This is an optimization exercise on Yosys and OpenROAD, whose aim is small area and a short achievable clock period, not a production implementation. RTL that was checked went through simulation tests only; none was proved equivalent to the original. No driver is modelled on the clock port, so clock power and skew are understated where the tree is cut down; a real chip needs a root buffer or a tree. Power figures rest on the tool's default switching activity, not on a simulated workload.

==> trial 40 <==
==> flow/design.v <==
module fifo_module #(
    parameter WIDTH = 8,
    parameter DEPTH = 16,
    parameter ADDR_WIDTH = 4
) (
    input clk,
    input rst,
    input [WIDTH-1:0] data_in,
    input write_enable,
    input read_enable,
    output reg [WIDTH-1:0] data_out,
    output reg full,
    output reg empty
);
reg [WIDTH-1:0] mem_n [0:DEPTH-1];    
reg [3:0] lo_n, hi_n;                 
reg full_q, empty_q;                  
wire [3:0] lo_d, hi_d;
wire empty_d, full_d, dout_en;
wire [DEPTH-1:0] mem_en;
fm_ctrl u_ctrl (
    .we(write_enable), .re(read_enable), .rst(rst),
    .lo_n(lo_n), .hi_n(hi_n), .empty(empty_q), .full(full_q),
    .lo_d(lo_d), .hi_d(hi_d), .empty_d(empty_d), .full_d(full_d),
    .dout_en(dout_en)
);
always @(posedge clk) begin
    lo_n    <= lo_d;
    hi_n    <= hi_d;
    empty_q <= empty_d;
    full_q  <= full_d;
    empty   <= empty_d;
    full    <= full_d;
end
wire [WIDTH-1:0] din_n;
genvar k, b;
generate
    for (b = 0; b < WIDTH; b = b + 1) begin : g_din
        fm_inv u_inv (.a(data_in[b]), .y(din_n[b]));
    end
    for (k = 0; k < DEPTH; k = k + 1) begin : g_wen
        fm_nor2b u_en (.a(full_q), .b_n(write_enable), .y(mem_en[k]));
    end
endgenerate
always @(posedge clk) begin
    if (mem_en[0])
        mem_n[0] <= din_n;
end
generate
    for (k = 1; k < DEPTH; k = k + 1) begin : g_shift
        always @(posedge clk) begin
            if (mem_en[k])
                mem_n[k] <= mem_n[k-1];
        end
    end
endgenerate
wire [DEPTH-1:0] sel;
generate
    for (k = 0; k < DEPTH; k = k + 1) begin : g_sel
        fm_nor2 u_sel (.a(lo_n[k % 4]), .b(hi_n[k / 4]), .y(sel[k]));
    end
endgenerate
wire [WIDTH-1:0] oldest, dout_d;
generate
    for (b = 0; b < WIDTH; b = b + 1) begin : g_rd
        wire [7:0] t;
        wire [1:0] z;
        for (k = 0; k < 8; k = k + 1) begin : g_t
            fm_a22oi u_t (.a1(sel[2*k]), .a2(mem_n[2*k][b]), .b1(sel[2*k+1]), .b2(mem_n[2*k+1][b]), .y(t[k]));
        end
        fm_nand4 u_z0 (.a(t[0]), .b(t[1]), .c(t[2]), .d(t[3]), .y(z[0]));
        fm_nand4 u_z1 (.a(t[4]), .b(t[5]), .c(t[6]), .d(t[7]), .y(z[1]));
        fm_nor2 u_o (.a(z[0]), .b(z[1]), .y(oldest[b]));
        fm_mux2 u_h (.a0(data_out[b]), .a1(oldest[b]), .s(dout_en), .y(dout_d[b]));
    end
endgenerate
always @(posedge clk) begin
    data_out <= dout_d;
end
endmodule
module fm_ctrl (
    input we, input re, input rst,
    input [3:0] lo_n, input [3:0] hi_n, input empty, input full,
    output [3:0] lo_d, output [3:0] hi_d, output empty_d, output full_d,
    output dout_en
);
wire up, dn, hold, rst_n;
fm_updn u_updn (.we(we), .re(re), .empty(empty), .full(full), .up(up), .dn(dn), .hold(hold));
fm_inv u_rst (.a(rst), .y(rst_n));
wire [3:0] hi_inc, hi_dec;
genvar i;
generate
    for (i = 0; i < 4; i = i + 1) begin : g_hi
        fm_mux2 u_inc (.a0(hi_n[(i + 3) % 4]), .a1(hi_n[i]), .s(lo_n[3]), .y(hi_inc[i]));
        fm_mux2 u_dec (.a0(hi_n[(i + 1) % 4]), .a1(hi_n[i]), .s(lo_n[0]), .y(hi_dec[i]));
    end
endgenerate
wire [7:0] cur = {hi_n, lo_n};
wire [7:0] inc = {hi_inc, lo_n[2:0], lo_n[3]};
wire [7:0] dec = {hi_dec, lo_n[0], lo_n[3:1]};
wire [7:0] nxt;
generate
    for (i = 0; i < 8; i = i + 1) begin : g_h
        wire t0, t1;
        fm_a22oi u_t0 (.a1(up), .a2(inc[i]), .b1(dn), .b2(dec[i]), .y(t0));
        fm_nand2 u_t1 (.a(hold), .b(cur[i]), .y(t1));
        if (i % 4 == 3) begin : g_r0
            fm_a21oi u_o (.a1(t0), .a2(t1), .b1(rst), .y(nxt[i]));
        end else begin : g_r1
            fm_nand3 u_o (.a(t0), .b(t1), .c(rst_n), .y(nxt[i]));
        end
    end
endgenerate
assign lo_d = nxt[3:0];
assign hi_d = nxt[7:4];
wire h0, h14;
fm_nor2 u_h0 (.a(lo_n[0]), .b(hi_n[0]), .y(h0));
fm_nor2 u_h14 (.a(lo_n[2]), .b(hi_n[3]), .y(h14));
wire te, tf;
fm_a22oi u_te (.a1(empty), .a2(hold), .b1(dn), .b2(h0), .y(te));
fm_nand2 u_e (.a(te), .b(rst_n), .y(empty_d));
fm_a22oi u_tf (.a1(full), .a2(hold), .b1(up), .b2(h14), .y(tf));
fm_nor2  u_f (.a(tf), .b(rst), .y(full_d));
fm_nor3 u_den (.a(rst), .b(empty), .c(~re), .y(dout_en));
endmodule
module fm_updn (input we, input re, input empty, input full,
                output up, output dn, output hold);
wire w = we & ~full;
wire r = re & ~empty;
assign up = w & ~r;
assign dn = r & ~w;
assign hold = ~(up | dn);
endmodule
module fm_inv (input a, output y);
assign y = ~a;
endmodule
module fm_nand2 (input a, input b, output y);
assign y = ~(a & b);
endmodule
module fm_and2 (input a, input b, output y);
assign y = a & b;
endmodule
module fm_nor2 (input a, input b, output y);
assign y = ~(a | b);
endmodule
module fm_nor2b (input a, input b_n, output y);
assign y = ~a & b_n;
endmodule
module fm_nand3 (input a, input b, input c, output y);
assign y = ~(a & b & c);
endmodule
module fm_nor3 (input a, input b, input c, output y);
assign y = ~(a | b | c);
endmodule
module fm_a21oi (input a1, input a2, input b1, output y);
assign y = ~((a1 & a2) | b1);
endmodule
module fm_nand4 (input a, input b, input c, input d, output y);
assign y = ~(a & b & c & d);
endmodule
module fm_a22oi (input a1, input a2, input b1, input b2, output y);
assign y = ~((a1 & a2) | (b1 & b2));
endmodule
module fm_mux2 (input a0, input a1, input s, output y);
assign y = s ? a1 : a0;
endmodule
==> flow/flow/run.sh <==
#!/bin/bash
# The standard layout, with four changes: port buffers of a fixed small
# cell, every cell downsized after floorplanning (the repair steps size up
# what needs it), a clock tree built by hand in place of the tool's, and an
# area recovery after the timing repair of global routing.
set -euo pipefail
FLOW_DIR=$(cd "$(dirname "${BASH_SOURCE[0]}")" && pwd)
export BUFFER_PORTS_ARGS="-buffer_cell sky130_fd_sc_hd__buf_2"
export POST_FLOORPLAN_TCL=$FLOW_DIR/downsize.tcl
export PRE_CTS_TCL=$FLOW_DIR/cts_pre.tcl
export PRE_GLOBAL_ROUTE_TCL=$FLOW_DIR/grt_pre.tcl
bash standard.sh > standard.log 2>&1
==> flow/flow/cts_pre.tcl <==
# Build the clock tree by hand (see manual_cts.tcl) and skip the tool's own:
# the clock port drives four inverters, each driving two inverters that
# drive the flip-flops.
source [file join [file dirname [info script]] manual_cts.tcl]
fm_manual_cts2 {{4 sky130_fd_sc_hd__clkinv_2} {8 sky130_fd_sc_hd__clkinv_4}}
proc clock_tree_synthesis {args} { puts "clock_tree_synthesis skipped: tree built by hand" }
# The tool would clone each clock inverter next to every flip-flop it drives.
proc repair_clock_inverters {args} { puts "repair_clock_inverters skipped: tree built by hand" }
==> flow/flow/downsize.tcl <==
# Give every cell its smallest drive strength; the later repair steps size up
# only what timing, slew and load need.
proc fm_downsize {} {
  set n 0
  foreach inst [get_cells *] {
    set cell [get_name [get_lib_cells -of_objects $inst]]
    if {![regexp {^(sky130_fd_sc_hd__[a-z0-9]+)_([0-9]+)$} $cell -> base drive]} { continue }
    set best $cell
    set best_area [get_property [get_lib_cells */$cell] area]
    foreach lc [get_lib_cells */${base}_*] {
      set name [get_name $lc]
      if {![regexp "^${base}_\[0-9\]+\$" $name]} { continue }
      if {[get_property $lc dont_use]} { continue }
      set a [get_property $lc area]
      if {$a < $best_area} { set best $name; set best_area $a }
    }
    if {$best ne $cell} {
      replace_cell $inst [get_lib_cells */$best]
      incr n
    }
  }
  puts "fm_downsize: $n cells downsized"
}
fm_downsize
==> flow/flow/grt_pre.tcl <==
# After the timing repair of global routing, give back area: the step that
# would recover power runs the area recovery of recover.tcl instead.
source [file join [file dirname [info script]] recover.tcl]
proc recover_power_helper { } {
  fm_recover_area
}
==> flow/flow/manual_cts.tcl <==
# Clock tree built by hand. The flip-flops are split by placement into
# groups of near-equal size, each driven by one leaf cell; with two levels,
# the leaves are split the same way under the cells the clock port drives.
# With inverters, two levels keep the clock's polarity.
proc fm_split {pts k axis} {
  # split pts (list of {object x y}) into k groups of near-equal size,
  # cutting across the longer spread first
  if {$k <= 1} { return [list $pts] }
  set xs [lsort -integer [lmap p $pts {lindex $p 1}]]
  set ys [lsort -integer [lmap p $pts {lindex $p 2}]]
  set axis [expr {([lindex $xs end] - [lindex $xs 0]) >= ([lindex $ys end] - [lindex $ys 0]) ? 1 : 2}]
  set s [lsort -integer -index $axis $pts]
  set n [llength $s]
  set k1 [expr {$k / 2}]
  set n1 [expr {($n * $k1) / $k}]
  return [concat [fm_split [lrange $s 0 [expr {$n1 - 1}]] $k1 $axis] \
                 [fm_split [lrange $s $n1 end] [expr {$k - $k1}] $axis]]
}

proc fm_drive {block groups master prefix src} {
  # one cell of master per group, its input on net src, its output driving
  # the group; returns {inst x y} for each new cell
  set out {}
  set i 0
  foreach g $groups {
    set sx 0; set sy 0
    foreach p $g { incr sx [lindex $p 1]; incr sy [lindex $p 2] }
    set cx [expr {$sx / [llength $g]}]
    set cy [expr {$sy / [llength $g]}]
    set inst [odb::dbInst_create $block $master "${prefix}_$i"]
    set net [odb::dbNet_create $block "${prefix}_net_$i"]
    $net setSigType CLOCK
    foreach p $g {
      set it [lindex $p 0]
      $it disconnect
      $it connect $net
    }
    set in_pin [lindex [lmap m [[$inst getMaster] getMTerms] {expr {[$m getIoType] eq "INPUT" && [$m getSigType] eq "SIGNAL" ? [$m getName] : [continue]}}] 0]
    set out_pin [lindex [lmap m [[$inst getMaster] getMTerms] {expr {[$m getIoType] eq "OUTPUT" ? [$m getName] : [continue]}}] 0]
    [$inst findITerm $in_pin] connect $src
    [$inst findITerm $out_pin] connect $net
    $inst setLocation [expr {$cx - [$master getWidth] / 2}] [expr {$cy - [$master getHeight] / 2}]
    $inst setPlacementStatus PLACED
    puts "fm_manual_cts: ${prefix}_$i ([$master getName]) drives [llength $g] pins"
    lappend out [list [$inst findITerm $in_pin] $cx $cy]
    incr i
  }
  return $out
}

# levels: list of {count cell}, from the clock port down to the leaves
proc fm_manual_cts2 {levels} {
  set block [ord::get_db_block]
  set db [ord::get_db]
  set clk [$block findNet clk]
  set pts {}
  foreach it [$clk getITerms] {
    set box [[$it getInst] getBBox]
    lappend pts [list $it [expr {([$box xMin] + [$box xMax]) / 2}] [expr {([$box yMin] + [$box yMax]) / 2}]]
  }
  # build from the leaves up: each level's cells are the sinks of the one above
  set lv [llength $levels]
  for {set l [expr {$lv - 1}]} {$l >= 0} {incr l -1} {
    lassign [lindex $levels $l] n cell
    set groups [fm_split $pts $n 1]
    set pts [fm_drive $block $groups [$db findMaster $cell] "clk_l${l}" $clk]
  }
  set_propagated_clock [all_clocks]
}
==> flow/flow/recover.tcl <==
# Area recovery: try each cell at a smaller drive strength, biggest saving
# first, and keep the change when the worst setup slack stays at or above
# what it was and no max-slew or max-capacitance violation appears.
proc fm_family_sizes {cell} {
  # cells of the same function as cell, smallest area first
  if {![regexp {^(sky130_fd_sc_hd__[a-z0-9]+)_([0-9]+)$} $cell -> base drive]} { return {} }
  set sizes {}
  foreach lc [get_lib_cells */${base}_*] {
    set name [get_name $lc]
    if {![regexp "^${base}_\[0-9\]+\$" $name]} { continue }
    if {[get_property $lc dont_use]} { continue }
    lappend sizes [list $name [get_property $lc area]]
  }
  return [lsort -real -index 1 $sizes]
}

proc fm_recover_area {} {
  set target [expr {[sta::worst_slack -max] - 0.002}]
  set slew0 [sta::max_slew_violation_count]
  set cap0 [sta::max_capacitance_violation_count]
  set cands {}
  foreach inst [get_cells *] {
    set name [get_name $inst]
    # leave the hand-built clock tree alone
    if {[string match clk_l* $name]} { continue }
    set lc [get_lib_cells -quiet -of_objects $inst]
    if {$lc eq "" || $lc eq "NULL"} { continue }
    set cell [get_name $lc]
    set area [get_property $lc area]
    set smaller {}
    foreach s [fm_family_sizes $cell] {
      if {[lindex $s 1] < $area} { lappend smaller $s }
    }
    if {[llength $smaller] == 0} { continue }
    lappend cands [list $inst $cell [expr {$area - [lindex $smaller 0 1]}] $smaller]
  }
  set saved 0.0
  set n 0
  foreach c [lsort -real -decreasing -index 2 $cands] {
    lassign $c inst cell gain smaller
    set area [get_property [get_lib_cells */$cell] area]
    foreach s $smaller {
      replace_cell $inst [get_lib_cells */[lindex $s 0]]
      if {[sta::worst_slack -max] >= $target
          && [sta::max_slew_violation_count] <= $slew0
          && [sta::max_capacitance_violation_count] <= $cap0} {
        set saved [expr {$saved + $area - [lindex $s 1]}]
        incr n
        break
      }
      replace_cell $inst [get_lib_cells */$cell]
    }
  }
  puts [format "fm_recover_area: %d cells downsized, %.1f um2 saved, worst slack %.3f (target %.3f)" \
    $n $saved [sta::worst_slack -max] $target]
}
==> flow/standard.sh <==
#!/bin/bash
# synth_recipe.tcl (not shown) runs the flow's synth.tcl, then flattens the netlist and writes it again
# the make line also repeats each setting of config.mk as NAME=value (left out here)
make -C /OpenROAD-flow-scripts/flow DESIGN_CONFIG=/design/flow/config.mk WORK_HOME=/design/flow/orfs CLKGATE_MAP_FILE= SYNTH_SCRIPT=/design/flow/synth_recipe.tcl "${@:-finish}"
==> flow/config.mk <==
export PLATFORM = sky130hd
export DESIGN_NAME = fifo_module
export DESIGN_NICKNAME = fifo_module
export VERILOG_FILES = /design/flow/design.v
export SDC_FILE = /design/flow/constraint.sdc
export NUM_CORES = 4
export LEC_CHECK = 0
export CAP_MARGIN = 20
export CORE_MARGIN = 2
export CORE_UTILIZATION = 60
export SETUP_SLACK_MARGIN = 2.45
export SLEW_MARGIN = 20
export SYNTH_HIERARCHICAL = 1
export SYNTH_MINIMUM_KEEP_SIZE = 0
==> flow/constraint.sdc <==
create_clock -name core_clock -period 4.0 [get_ports {clk}]
set_input_delay 0.8000 -clock core_clock [delete_from_list [all_inputs] [get_ports {clk}]]
set_output_delay 0.8000 -clock core_clock [all_outputs]
set_load 0.01 [all_outputs]
==> build 95: changes against trial 40 <==
--- a/flow/flow/recover.tcl
+++ b/flow/flow/recover.tcl
@@ -2,3 +2,6 @@
 # first, and keep the change when the worst setup slack stays at or above
-# what it was and no max-slew or max-capacitance violation appears.
+# what it was, the paths through the cell keep a guard band of slack above
+# that (routing changes the parasitics a little) and no max-slew or
+# max-capacitance violation appears.
+set fm_recover_guard 0.1
 proc fm_family_sizes {cell} {
@@ -16,3 +19,14 @@
 
+proc fm_inst_slack {inst} {
+  set w 1e9
+  foreach pin [get_pins -of_objects $inst] {
+    foreach s [get_property $pin slack_max] {
+      if {$s ne "" && $s ne "INF" && $s < $w} { set w $s }
+    }
+  }
+  return $w
+}
+
 proc fm_recover_area {} {
+  global fm_recover_guard
   set target [expr {[sta::worst_slack -max] - 0.002}]
@@ -44,2 +58,3 @@
       if {[sta::worst_slack -max] >= $target
+          && [fm_inst_slack $inst] >= $target + $fm_recover_guard
           && [sta::max_slew_violation_count] <= $slew0
==> trial 80: changes against trial 40 <==
==> flow/design.v, changed modules only <==
module fifo_module #(
    parameter WIDTH = 8,
    parameter DEPTH = 16,
    parameter ADDR_WIDTH = 4
) (
    input clk,
    input rst,
    input [WIDTH-1:0] data_in,
    input write_enable,
    input read_enable,
    output reg [WIDTH-1:0] data_out,
    output reg full,
    output reg empty
);
reg [WIDTH-1:0] mem_n [0:DEPTH-1];    
reg [3:0] lo_n, hi_n;                 
reg full_q, empty_q;                  
wire [3:0] lo_d, hi_d;
wire empty_d, full_d, empty_o_d, full_o_d;
wire [DEPTH-1:0] mem_en;
fm_ctrl u_ctrl (
    .we(write_enable), .re(read_enable), .rst(rst),
    .lo_n(lo_n), .hi_n(hi_n), .empty(empty_q), .full(full_q),
    .lo_d(lo_d), .hi_d(hi_d), .empty_d(empty_d), .full_d(full_d),
    .empty_o_d(empty_o_d), .full_o_d(full_o_d)
);
always @(posedge clk) begin
    lo_n    <= lo_d;
    hi_n    <= hi_d;
    empty_q <= empty_d;
    full_q  <= full_d;
    empty   <= empty_o_d;
    full    <= full_o_d;
end
wire [WIDTH-1:0] din_n;
genvar k, b;
generate
    for (b = 0; b < WIDTH; b = b + 1) begin : g_din
        fm_inv u_inv (.a(data_in[b]), .y(din_n[b]));
    end
    for (k = 0; k < DEPTH; k = k + 1) begin : g_wen
        wire en_n;
        fm_nand2b u_en_n (.a_n(full_q), .b(write_enable), .y(en_n));
        fm_inv u_en (.a(en_n), .y(mem_en[k]));
    end
endgenerate
always @(posedge clk) begin
    if (mem_en[0])
        mem_n[0] <= din_n;
end
generate
    for (k = 1; k < DEPTH; k = k + 1) begin : g_shift
        always @(posedge clk) begin
            if (mem_en[k])
                mem_n[k] <= mem_n[k-1];
        end
    end
endgenerate
wire [DEPTH-1:0] sel;
generate
    for (k = 0; k < DEPTH; k = k + 1) begin : g_sel
        fm_nor2 u_sel (.a(lo_n[k % 4]), .b(hi_n[k / 4]), .y(sel[k]));
    end
endgenerate
wire den;
fm_nor3b u_den (.a(rst), .b(empty_q), .c_n(read_enable), .y(den));
wire [WIDTH-1:0] oldest, dout_d;
generate
    for (b = 0; b < WIDTH; b = b + 1) begin : g_rd
        wire [7:0] t;
        wire [1:0] z;
        for (k = 0; k < 8; k = k + 1) begin : g_t
            fm_a22oi u_t (.a1(sel[2*k]), .a2(mem_n[2*k][b]), .b1(sel[2*k+1]), .b2(mem_n[2*k+1][b]), .y(t[k]));
        end
        fm_nand4 u_z0 (.a(t[0]), .b(t[1]), .c(t[2]), .d(t[3]), .y(z[0]));
        fm_nand4 u_z1 (.a(t[4]), .b(t[5]), .c(t[6]), .d(t[7]), .y(z[1]));
        fm_nor2 u_o (.a(z[0]), .b(z[1]), .y(oldest[b]));
        wire n0, n1;
        fm_nand2 u_n0 (.a(den), .b(oldest[b]), .y(n0));
        fm_nand2b u_n1 (.a_n(den), .b(data_out[b]), .y(n1));
        fm_nand2 u_d (.a(n0), .b(n1), .y(dout_d[b]));
    end
endgenerate
always @(posedge clk) begin
    data_out <= dout_d;
end
endmodule
module fm_ctrl (
    input we, input re, input rst,
    input [3:0] lo_n, input [3:0] hi_n, input empty, input full,
    output [3:0] lo_d, output [3:0] hi_d, output empty_d, output full_d,
    output empty_o_d, output full_o_d
);
wire [7:0] nx_a, nx_b, nx_c;
wire e_rd, f_wr;
fm_ctrl_pre u_pre (.lo_n(lo_n), .hi_n(hi_n), .empty(empty), .full(full),
                   .nx_a(nx_a), .nx_b(nx_b), .nx_c(nx_c), .e_rd(e_rd), .f_wr(f_wr));
wire [1:0] d00, d01, d10, d11;
wire rst_n;
genvar g, i;
generate
    for (g = 0; g < 2; g = g + 1) begin : g_dec
        fm_nor2  u_d00 (.a(we), .b(re), .y(d00[g]));
        fm_nor2b u_d01 (.a(we), .b_n(re), .y(d01[g]));
        fm_nor2b u_d10 (.a(re), .b_n(we), .y(d10[g]));
        fm_and2  u_d11 (.a(we), .b(re), .y(d11[g]));
    end
endgenerate
fm_inv u_rst (.a(rst), .y(rst_n));
wire [7:0] cur = {hi_n, lo_n};
wire [7:0] nxt;
generate
    for (i = 0; i < 8; i = i + 1) begin : g_h
        wire t0, t1;
        fm_a22oi u_t0 (.a1(d00[i / 4]), .a2(cur[i]), .b1(d01[i / 4]), .b2(nx_b[i]), .y(t0));
        fm_a22oi u_t1 (.a1(d10[i / 4]), .a2(nx_a[i]), .b1(d11[i / 4]), .b2(nx_c[i]), .y(t1));
        if (i % 4 == 3) begin : g_r0
            fm_a21oi u_o (.a1(t0), .a2(t1), .b1(rst), .y(nxt[i]));
        end else begin : g_r1
            fm_nand3 u_o (.a(t0), .b(t1), .c(rst_n), .y(nxt[i]));
        end
    end
endgenerate
assign lo_d = nxt[3:0];
assign hi_d = nxt[7:4];
wire te, tf;
fm_a22oi u_te (.a1(d00[0]), .a2(empty), .b1(d01[0]), .b2(e_rd), .y(te));
fm_nand2 u_e (.a(te), .b(rst_n), .y(empty_d));
fm_nand2 u_eo (.a(te), .b(rst_n), .y(empty_o_d));
fm_a22oi u_tf (.a1(d00[0]), .a2(full), .b1(d10[0]), .b2(f_wr), .y(tf));
fm_nor2  u_f (.a(tf), .b(rst), .y(full_d));
fm_nor2  u_fo (.a(tf), .b(rst), .y(full_o_d));
endmodule
module fm_ctrl_pre (
    input [3:0] lo_n, input [3:0] hi_n, input empty, input full,
    output [7:0] nx_a, output [7:0] nx_b, output [7:0] nx_c,
    output e_rd, output f_wr
);
wire [3:0] hi_inc = lo_n[3] ? hi_n : {hi_n[2:0], hi_n[3]};
wire [3:0] hi_dec = lo_n[0] ? hi_n : {hi_n[0], hi_n[3:1]};
wire [7:0] cur = {hi_n, lo_n};
wire [7:0] inc = {hi_inc, lo_n[2:0], lo_n[3]};
wire [7:0] dec = {hi_dec, lo_n[0], lo_n[3:1]};
localparam [7:0] H15 = 8'b0111_0111;
localparam [7:0] H0  = 8'b1110_1110;
localparam [7:0] H14 = 8'b0111_1011;
assign nx_a = full ? H15 : inc;
assign nx_b = empty ? H15 : dec;
assign nx_c = empty ? H0 : full ? H14 : cur;
assign e_rd = empty | ~(lo_n[0] | hi_n[0]);
assign f_wr = full | ~(lo_n[2] | hi_n[3]);
endmodule
module fm_nand2b (input a_n, input b, output y);
assign y = ~(~a_n & b);
endmodule
module fm_nor3b (input a, input b, input c_n, output y);
assign y = ~a & ~b & c_n;
endmodule
// module fm_updn removed
// module fm_nor3 removed
--- a/flow/flow/recover.tcl
+++ b/flow/flow/recover.tcl
@@ -2,3 +2,6 @@
 # first, and keep the change when the worst setup slack stays at or above
-# what it was and no max-slew or max-capacitance violation appears.
+# what it was, the paths through the cell keep a guard band of slack above
+# that (routing changes the parasitics a little) and no max-slew or
+# max-capacitance violation appears.
+set ::fm_recover_guard 0.1
 proc fm_family_sizes {cell} {
@@ -16,3 +19,14 @@
 
+proc fm_inst_slack {inst} {
+  set w 1e9
+  foreach pin [get_pins -of_objects $inst] {
+    foreach s [get_property $pin slack_max] {
+      if {$s ne "" && $s ne "INF" && $s < $w} { set w $s }
+    }
+  }
+  return $w
+}
+
 proc fm_recover_area {} {
+  global fm_recover_guard
   set target [expr {[sta::worst_slack -max] - 0.002}]
@@ -44,2 +58,3 @@
       if {[sta::worst_slack -max] >= $target
+          && [fm_inst_slack $inst] >= $target + $fm_recover_guard
           && [sta::max_slew_violation_count] <= $slew0
- SETUP_SLACK_MARGIN: 2.45 -> 2.5
==> build 28: changes against trial 40 <==
--- a/flow/design.v
+++ b/flow/design.v
@@ -41,3 +41,5 @@
     for (k = 0; k < DEPTH; k = k + 1) begin : g_wen
-        fm_nor2b u_en (.a(full_q), .b_n(write_enable), .y(mem_en[k]));
+        wire en_n;
+        fm_nand2b u_en_n (.a_n(full_q), .b(write_enable), .y(en_n));
+        fm_inv u_en (.a(en_n), .y(mem_en[k]));
     end
@@ -148,2 +150,5 @@
 endmodule
+module fm_nand2b (input a_n, input b, output y);
+assign y = ~(~a_n & b);
+endmodule
 module fm_nand3 (input a, input b, input c, output y);
==> flow/flow/run.sh (replaced) <==
#!/bin/bash
# The standard layout, with three changes: port buffers of a fixed small
# cell, every cell downsized after floorplanning (the repair steps size up
# what needs it), and a clock tree built by hand in place of the tool's.
set -euo pipefail
FLOW_DIR=$(cd "$(dirname "${BASH_SOURCE[0]}")" && pwd)
export BUFFER_PORTS_ARGS="-buffer_cell sky130_fd_sc_hd__buf_2"
export POST_FLOORPLAN_TCL=$FLOW_DIR/downsize.tcl
export PRE_CTS_TCL=$FLOW_DIR/cts_pre.tcl
bash standard.sh > standard.log 2>&1
--- a/flow/flow/cts_pre.tcl
+++ b/flow/flow/cts_pre.tcl
@@ -4,3 +4,3 @@
 source [file join [file dirname [info script]] manual_cts.tcl]
-fm_manual_cts2 {{4 sky130_fd_sc_hd__clkinv_2} {8 sky130_fd_sc_hd__clkinv_4}}
+fm_manual_cts2 {{4 sky130_fd_sc_hd__inv_4} {8 sky130_fd_sc_hd__inv_8}}
 proc clock_tree_synthesis {args} { puts "clock_tree_synthesis skipped: tree built by hand" }
- SETUP_SLACK_MARGIN: 2.45 -> 2.7
removed: flow/flow/grt_pre.tcl
removed: flow/flow/recover.tcl
==> comparison <==
Wire length, lowest first: trial 80, build 28, trial 40.
The highest die area belongs to trial 80, the lowest to build 28.
Via count: trial 80 > build 28 > trial 40.
Of trial 40 and trial 80, trial 40 has the higher hold slack (gap 16 ps).
Clock skew: build 28 < trial 40 < trial 80.
In trial 80 the combinational power is lower than in trial 40, by about 16%.
Of trial 80 and build 28, build 28 has the higher register-to-register slack (gap 200 ps).
Build 95 ended with an error in global routing. Build 28 completed without violations. Trial 40 completed with no timing, DRC or antenna violations. Trial 80 went through all stages and came out clean.
Total power: build 28 > trial 40 > trial 80.
Setup slack: trial 80 < trial 40 < build 28.
Against build 28, the critical path depth of trial 40 is lower by 1.
==> figures <==
| metric | build 95 | trial 40 | trial 80 | build 28 |
|---|---|---|---|---|
| Inverter count | - | 22 | 38 | 38 |
| Required time at the worst-slack endpoint | - | 4100 ps | 4160 ps | 4040 ps |
| Worst Setup Path Type | - | in -> reg | reg -> reg | in -> reg |
| Most common cell after layout, fill and taps aside | - | sky130_fd_sc_hd__edfxtp_1 | sky130_fd_sc_hd__edfxtp_1 | sky130_fd_sc_hd__edfxtp_1 |
| DPL Wire Length | 7950 microns | 7950 microns | 7830 microns | 7460 microns |
| ANT cells | - | 0 | 0 | 0 |
| Synthesized net count | 343 | 343 | 408 | 359 |
| Run status | aborted with a tool error | finished clean | finished clean | finished clean |
| Stage where the flow stopped | global routing | - | - | - |
| Detailed route wirelength on metal3 | - | 444 microns | 358 microns | 442 microns |
| Latest clock arrival within the worst-skew pair | - | 220 ps | 230 ps | 140 ps |
| Switching power summed over all nets | - | 0.000779 W | 0.000704 W | 0.000877 W |
| Clk pwr share | - | 0.173 | 0.183 | 0.187 |
| Sequential area share after synthesis | 0.704 | 0.704 | 0.686 | 0.711 |
| Total length of routed met2 wires | - | 5590 microns | 5320 microns | 5740 microns |
| Effective utilization at floorplan | 0.614 | 0.614 | 0.607 | 0.610 |
| Number of DRC markers in iteration 0 | - | 252 | 259 | 139 |
| Capture point of the worst reg-to-reg path | - | data_out[6] | data_out[2] | data_out[2] |
| Routed length per instance | - | 22.4 microns | 19.1 microns | 20.6 microns |
| Compound-cell area share of the yosys netlist | 0.158 | 0.158 | 0.176 | 0.160 |
| Post-Route Hold Slack | - | 454 ps | 437 ps | 451 ps |
| Highest clock frequency the design can meet | - | 0.627 GHz | 0.607 GHz | 0.632 GHz |
| Mean instance size in the synthesized netlist | 18.1 sq um | 18.1 sq um | 15.6 sq um | 17.1 sq um |
Function not checked in trial 80 and build 28: the RTL went through the layout flow alone. In trial 40, trial 80 and build 28 the design's own scripts or RTL, not TritonCTS, make the clock network.

[afterwards: timing with drivers on the ports]
The results above use ideal ports. As a check the final layouts listed here were re-extracted and re-timed, cells and wires unchanged.
Step 1 (the two cells are an assumption about what drives the block):
set clk [get_ports {clk}]
set_driving_cell -lib_cell sky130_fd_sc_hd__clkbuf_16 $clk
set_driving_cell -lib_cell sky130_fd_sc_hd__buf_2 [delete_from_list [all_inputs] $clk]
Step 2 times the ports against the registers' clock, not the clock port: input delays grow and output delays shrink by t, the midpoint of the rising clock arrivals with the driver on.
Three values: ideal, step 1, step 2; two values: the first two.
| run | t (ns) | setup slack, ns | worst hold slack (ns) |
|---|---|---|---|
| trial 40 | 0.283 | 2.405 / 2.382 / 2.145 | 0.454 / 0.454 / 0.454 |
| trial 80 | 0.285 | 2.353 / 2.353 / 2.208 | 0.437 / 0.437 / 0.437 |
| build 28 | 0.225 | 2.419 / 2.373 / 2.184 | 0.451 / 0.451 / 0.451 |
After both steps setup and hold are still met in every run listed. For trial 40, which loses most, drivers alone change the setup slack by -0.023 ns; drivers and shift together by -0.260 ns.
